What follows belongs to an exercise in optimizing a design on an open flow for small area; a production flow would make more cautious choices.
Function was checked by simulation only, so behaviour that the tests miss may differ from the original.

==> job 852 <==
// motor_pwm
module motor_pwm #(parameter SIZE=16)(
                    iCLK, iENABLE,
                    iPERIOD, iDEADBAND,
                    iDUTY_A, iDUTY_B, iDUTY_C,
                    oPAD_AP, oPAD_AN,
                    oPAD_BP, oPAD_BN,
                    oPAD_CP, oPAD_CN );
==> module motor_pwm_phase, before the edit <==
module motor_pwm_phase #(parameter SIZE=16)(
                        iCLK, iENABLE, iLOAD, iFIRST,
                        iPERIOD, iPERIOD_N, iDUTY,
                        iCOUNTER, iCOUNTER_DB,
                        oPAD_P, oPAD_N );
  input iCLK, iENABLE, iLOAD, iFIRST;
  input [SIZE-1:0] iPERIOD, iPERIOD_N, iDUTY, iCOUNTER, iCOUNTER_DB;
  output oPAD_P, oPAD_N;
  reg [SIZE-1:0] duty_q;
  wire [SIZE-1:0] duty_d = iLOAD ? iDUTY : duty_q;
  wire [SIZE-1:0] duty_n = ~duty_d;
  always @( posedge iCLK )
    duty_q <= duty_d;
  wire [SIZE:0] dc, sc;
  wire [SIZE-1:0] ndif, sum;
  assign dc[0] = 1'b1;
  assign sc[0] = 1'b1;
  genvar i;
  generate
    for (i = 0; i < SIZE; i = i + 1) begin : g_add
      assign ndif[i] = ~(iPERIOD[i] ^ duty_n[i] ^ dc[i]);
      assign dc[i+1] = (iPERIOD[i] & duty_n[i]) | (dc[i] & (iPERIOD[i] ^ duty_n[i]));
      assign sum[i]  = ~(iPERIOD_N[i] ^ duty_n[i] ^ sc[i]);
      assign sc[i+1] = (iPERIOD_N[i] & duty_n[i]) | (sc[i] & (iPERIOD_N[i] ^ duty_n[i]));
    end
  endgenerate
  wire [SIZE-1:0] A = {1'b0, ~ndif[SIZE-1:1]};
  wire [SIZE-1:0] C = {~sc[SIZE] ^ ~dc[SIZE], sum[SIZE-1:1]};
  wire eqA = (iCOUNTER    == A);
  wire eqB = (iCOUNTER_DB == A);
  wire eqC = (iCOUNTER    == C);
  wire eqD = (iCOUNTER_DB == C);
  reg ltA, ltB, geC, geD;
  wire ltA_d = (iLOAD | ltA) & ~eqA;
  wire ltB_d = (iLOAD | ltB) & ~eqB;
  wire geC_d = (~iLOAD & geC) | eqC;
  wire geD_d = (~iLOAD & geD) | eqD;
  wire gtC = ~iLOAD & geC;
  wire gtD = ~iLOAD & geD;
  always @( posedge iCLK ) begin
    ltA <= ltA_d;
    ltB <= ltB_d;
    geC <= geC_d;
    geD <= geD_d;
  end
  reg pad_p, pad_n;
  always @( negedge iCLK or negedge iENABLE )
  begin
    if( !iENABLE ) begin
      pad_p <= 0;
      pad_n <= 1;
    end else begin
      pad_n <= iFIRST | ltA_d | gtD;
      pad_p <= ~iFIRST & ~ltB_d & ~gtC;
    end
  end
  assign oPAD_P = pad_p;
  assign oPAD_N = pad_n;
endmodule
==> module motor_pwm, before the edit <==
module motor_pwm #(parameter SIZE=16)(
                    iCLK, iENABLE,
                    iPERIOD, iDEADBAND,
                    iDUTY_A, iDUTY_B, iDUTY_C,
                    oPAD_AP, oPAD_AN,
                    oPAD_BP, oPAD_BN,
                    oPAD_CP, oPAD_CN );
  input iCLK, iENABLE;
  input [SIZE-1:0] iPERIOD, iDEADBAND;
  input [SIZE-1:0] iDUTY_A, iDUTY_B, iDUTY_C;
  output oPAD_AP, oPAD_AN;
  output oPAD_BP, oPAD_BN;
  output oPAD_CP, oPAD_CN;
  reg [SIZE-1:0] counter;
  reg first;
  reg load;
  reg [SIZE-1:0] period_q;
  wire [SIZE-1:0] period_d = load ? iPERIOD : period_q;
  reg [SIZE-1:0] cdb_q;
  wire [SIZE-1:0] cdb_m = load ? ~iDEADBAND : cdb_q;
  wire [SIZE:0] dc;
  wire [SIZE-1:0] cdb;
  assign dc[0] = 1'b1;
  wire [SIZE:0] lt;
  assign lt[0] = 1'b0;
  genvar i;
  generate
    for (i = 0; i < SIZE; i = i + 1) begin : g_cmp
      assign lt[i+1] = iPERIOD[i] ? (~counter[i] | lt[i]) : (~counter[i] & lt[i]);
    end
  endgenerate
  wire wrap = first | ~lt[SIZE];
  wire [SIZE:0] ic;
  wire [SIZE-1:0] inc;
  assign ic[0] = 1'b1;
  generate
    for (i = 0; i < SIZE; i = i + 1) begin : g_inc
      assign inc[i]  = counter[i] ^ ic[i];
      assign ic[i+1] = counter[i] & ic[i];
    end
  endgenerate
  always @( posedge iCLK or negedge iENABLE )
    if( !iENABLE ) first <= 1'b1;
    else           first <= 1'b0;
  generate
    for (i = 0; i < SIZE; i = i + 1) begin : g_cdb
      assign cdb[i]  = cdb_m[i] ^ dc[i];
      assign dc[i+1] = cdb_m[i] & dc[i];
    end
  endgenerate
  always @( posedge iCLK ) begin
    counter  <= wrap ? {SIZE{1'b0}} : inc;
    load     <= wrap;
    period_q <= period_d;
    cdb_q    <= cdb;
  end
  wire [SIZE-1:0] period_n = ~period_d;
  motor_pwm_phase phaseA ( iCLK, iENABLE, load, first, period_d, period_n, iDUTY_A,
                           counter, cdb, oPAD_AP, oPAD_AN );
  motor_pwm_phase phaseB ( iCLK, iENABLE, load, first, period_d, period_n, iDUTY_B,
                           counter, cdb, oPAD_BP, oPAD_BN );
  motor_pwm_phase phaseC ( iCLK, iENABLE, load, first, period_d, period_n, iDUTY_C,
                           counter, cdb, oPAD_CP, oPAD_CN );
endmodule
==> flow/config.mk <==
export PLATFORM = sky130hd
export DESIGN_NAME = motor_pwm
export DESIGN_NICKNAME = motor_pwm
export VERILOG_FILES = /design/flow/design.v
export SDC_FILE = /design/flow/constraint.sdc
export NUM_CORES = 4
export LEC_CHECK = 0
export CAP_MARGIN = 20
export CORE_MARGIN = 2
export CORE_UTILIZATION = 78
export CTS_BUF_LIST = sky130_fd_sc_hd__clkbuf_4
export SLEW_MARGIN = 20
export SYNTH_HIERARCHICAL = 1
==> flow/constraint.sdc <==
create_clock -name core_clock -period 25.0 [get_ports {iCLK}]
set_input_delay 5.0000 -clock core_clock [delete_from_list [all_inputs] [get_ports {iCLK}]]
set_output_delay 5.0000 -clock core_clock [all_outputs]
set_load 0.01 [all_outputs]
standard.sh (not shown) runs the stock make flow with config.mk's settings and CLKGATE_MAP_FILE= SYNTH_SCRIPT=/design/flow/synth_recipe.tcl, a recipe that flattens the netlist after the stock synthesis.
==> flow/flow/run.sh <==
#!/bin/bash
# Standard ORFS layout (the standard.sh, standard synthesis unchanged), with the
# port buffers inserted as the smallest buffer cell and no dummy clock loads in CTS.
set -euo pipefail
BP="-buffer_cell sky130_fd_sc_hd__buf_1"
CTS="-repair_clock_nets -buf_list sky130_fd_sc_hd__clkbuf_4 -dont_use_dummy_load"
export BUFFER_PORTS_ARGS="$BP" CTS_ARGS="$CTS"
bash standard.sh "BUFFER_PORTS_ARGS=$BP" "CTS_ARGS=$CTS" finish > standard_make.log 2>&1
==> job 5322 (differences from job 852) <==
--- a/flow/design.v
+++ b/flow/design.v
@@ -9,22 +9,21 @@
   reg [SIZE-1:0] duty_q;
   wire [SIZE-1:0] duty_d = iLOAD ? iDUTY : duty_q;
-  wire [SIZE-1:0] duty_n = ~duty_d;
   always @( posedge iCLK )
     duty_q <= duty_d;
   wire [SIZE:0] dc, sc;
   wire [SIZE-1:0] ndif, sum;
-  assign dc[0] = 1'b1;
-  assign sc[0] = 1'b1;
+  assign dc[0] = 1'b0;
+  assign sc[0] = 1'b0;
   genvar i;
   generate
     for (i = 0; i < SIZE; i = i + 1) begin : g_add
-      assign ndif[i] = ~(iPERIOD[i] ^ duty_n[i] ^ dc[i]);
-      assign dc[i+1] = (iPERIOD[i] & duty_n[i]) | (dc[i] & (iPERIOD[i] ^ duty_n[i]));
-      assign sum[i]  = ~(iPERIOD_N[i] ^ duty_n[i] ^ sc[i]);
-      assign sc[i+1] = (iPERIOD_N[i] & duty_n[i]) | (sc[i] & (iPERIOD_N[i] ^ duty_n[i]));
+      assign ndif[i] = iPERIOD_N[i] ^ duty_d[i] ^ dc[i];
+      assign dc[i+1] = (iPERIOD_N[i] & duty_d[i]) | (dc[i] & (iPERIOD_N[i] ^ duty_d[i]));
+      assign sum[i]  = iPERIOD[i] ^ duty_d[i] ^ sc[i];
+      assign sc[i+1] = (iPERIOD[i] & duty_d[i]) | (sc[i] & (iPERIOD[i] ^ duty_d[i]));
     end
   endgenerate
   wire [SIZE-1:0] A = {1'b0, ~ndif[SIZE-1:1]};
-  wire [SIZE-1:0] C = {~sc[SIZE] ^ ~dc[SIZE], sum[SIZE-1:1]};
+  wire [SIZE-1:0] C = {sc[SIZE] ^ dc[SIZE], sum[SIZE-1:1]};
   wire eqA = (iCOUNTER    == A);
   wire eqB = (iCOUNTER_DB == A);
@@ -74,11 +73,7 @@
   reg first;
   reg load;
-  reg [SIZE-1:0] period_q;
-  wire [SIZE-1:0] period_d = load ? iPERIOD : period_q;
-  reg [SIZE-1:0] cdb_q;
-  wire [SIZE-1:0] cdb_m = load ? ~iDEADBAND : cdb_q;
-  wire [SIZE:0] dc;
-  wire [SIZE-1:0] cdb;
-  assign dc[0] = 1'b1;
+  reg [SIZE-1:0] period_q, deadband_q;
+  wire [SIZE-1:0] period_d   = load ? iPERIOD   : period_q;
+  wire [SIZE-1:0] deadband_d = load ? iDEADBAND : deadband_q;
   wire [SIZE:0] lt;
   assign lt[0] = 1'b0;
@@ -102,22 +97,25 @@
     if( !iENABLE ) first <= 1'b1;
     else           first <= 1'b0;
+  always @( posedge iCLK ) begin
+    counter    <= wrap ? {SIZE{1'b0}} : inc;
+    load       <= wrap;
+    period_q   <= period_d;
+    deadband_q <= deadband_d;
+  end
+  wire [SIZE:0] kc;
+  wire [SIZE-1:0] kd;
+  assign kc[0] = 1'b1;
   generate
-    for (i = 0; i < SIZE; i = i + 1) begin : g_cdb
-      assign cdb[i]  = cdb_m[i] ^ dc[i];
-      assign dc[i+1] = cdb_m[i] & dc[i];
+    for (i = 0; i < SIZE; i = i + 1) begin : g_kd
+      assign kd[i]   = counter[i] ^ ~deadband_d[i] ^ kc[i];
+      assign kc[i+1] = (counter[i] & ~deadband_d[i]) | (kc[i] & (counter[i] ^ ~deadband_d[i]));
     end
   endgenerate
-  always @( posedge iCLK ) begin
-    counter  <= wrap ? {SIZE{1'b0}} : inc;
-    load     <= wrap;
-    period_q <= period_d;
-    cdb_q    <= cdb;
-  end
   wire [SIZE-1:0] period_n = ~period_d;
   motor_pwm_phase phaseA ( iCLK, iENABLE, load, first, period_d, period_n, iDUTY_A,
-                           counter, cdb, oPAD_AP, oPAD_AN );
+                           counter, kd, oPAD_AP, oPAD_AN );
   motor_pwm_phase phaseB ( iCLK, iENABLE, load, first, period_d, period_n, iDUTY_B,
-                           counter, cdb, oPAD_BP, oPAD_BN );
+                           counter, kd, oPAD_BP, oPAD_BN );
   motor_pwm_phase phaseC ( iCLK, iENABLE, load, first, period_d, period_n, iDUTY_C,
-                           counter, cdb, oPAD_CP, oPAD_CN );
+                           counter, kd, oPAD_CP, oPAD_CN );
 endmodule
==> flow/run.sh (new file) <==
#!/bin/bash
# synth_recipe.tcl (not shown) runs the flow's synth.tcl, then flattens the netlist and writes it again
# the make line also repeats each setting of config.mk as NAME=value (left out here)
make -C /OpenROAD-flow-scripts/flow DESIGN_CONFIG=/design/flow/config.mk WORK_HOME=/design/flow/orfs CLKGATE_MAP_FILE= SYNTH_SCRIPT=/design/flow/synth_recipe.tcl finish
- CORE_UTILIZATION: 78 -> 65
- CTS_CLUSTER_DIAMETER: not set -> 50
- CTS_CLUSTER_SIZE: not set -> 20
- SYNTH_HIERARCHICAL: 1 -> not set
removed: flow/flow/run.sh
removed: flow/standard.sh
==> job 1151 (differences from job 852) <==
--- a/flow/flow/run.sh
+++ b/flow/flow/run.sh
@@ -4,5 +4,5 @@
 set -euo pipefail
 BP="-buffer_cell sky130_fd_sc_hd__buf_1"
-CTS="-repair_clock_nets -buf_list sky130_fd_sc_hd__clkbuf_4 -dont_use_dummy_load"
+CTS="-sink_clustering_enable -repair_clock_nets -buf_list sky130_fd_sc_hd__clkbuf_4 -sink_clustering_size 20 -sink_clustering_max_diameter 50 -dont_use_dummy_load"
 export BUFFER_PORTS_ARGS="$BP" CTS_ARGS="$CTS"
 bash standard.sh "BUFFER_PORTS_ARGS=$BP" "CTS_ARGS=$CTS" finish > standard_make.log 2>&1
- GPL_ROUTABILITY_DRIVEN: not set -> 0
- SYNTH_HIERARCHICAL: 1 -> not set
==> flow_summary_export.csv <==
group,metric,value,unit
outcome,status,"complete, no violations",
worst_setup_path,crit_fanout,4,
layout,num_antenna_cells,0,
layout,final_cells,1007,
logic_synthesis,ys_top_cells_by_area,"dfxtp_1, fa_1, xnor2_1",
floorplan,dieWidth,108,um
The numbers above come from job 852.

==> flow_summary_export.csv <==
group,metric,value,unit
outcome,status,"complete, no violations",
cts,post_cts_resized,5,
layout,final_cells,1119,
floorplan,dieWidth,123,um
layout,num_antenna_cells,2,
logic_synthesis,ys_top_cells_by_area,"dfxtp_1, fa_1, xor2_1",
The numbers above come from job 5322.

==> flow_summary_export.csv <==
group,metric,value,unit
outcome,status,"complete, no violations",
sta,setup_slack,0.267,ns
floorplan,dieWidth,109,um
logic_synthesis,synth_top_area_share,25.4,%
layout,layout_common_cells,"xnor2_1, dfxtp_1, buf_1, fa_1, xor2_1",
layout,num_antenna_cells,0,
worst_setup_path,crit_fanout,3,
layout,final_cells,995,
The numbers above come from job 1151.

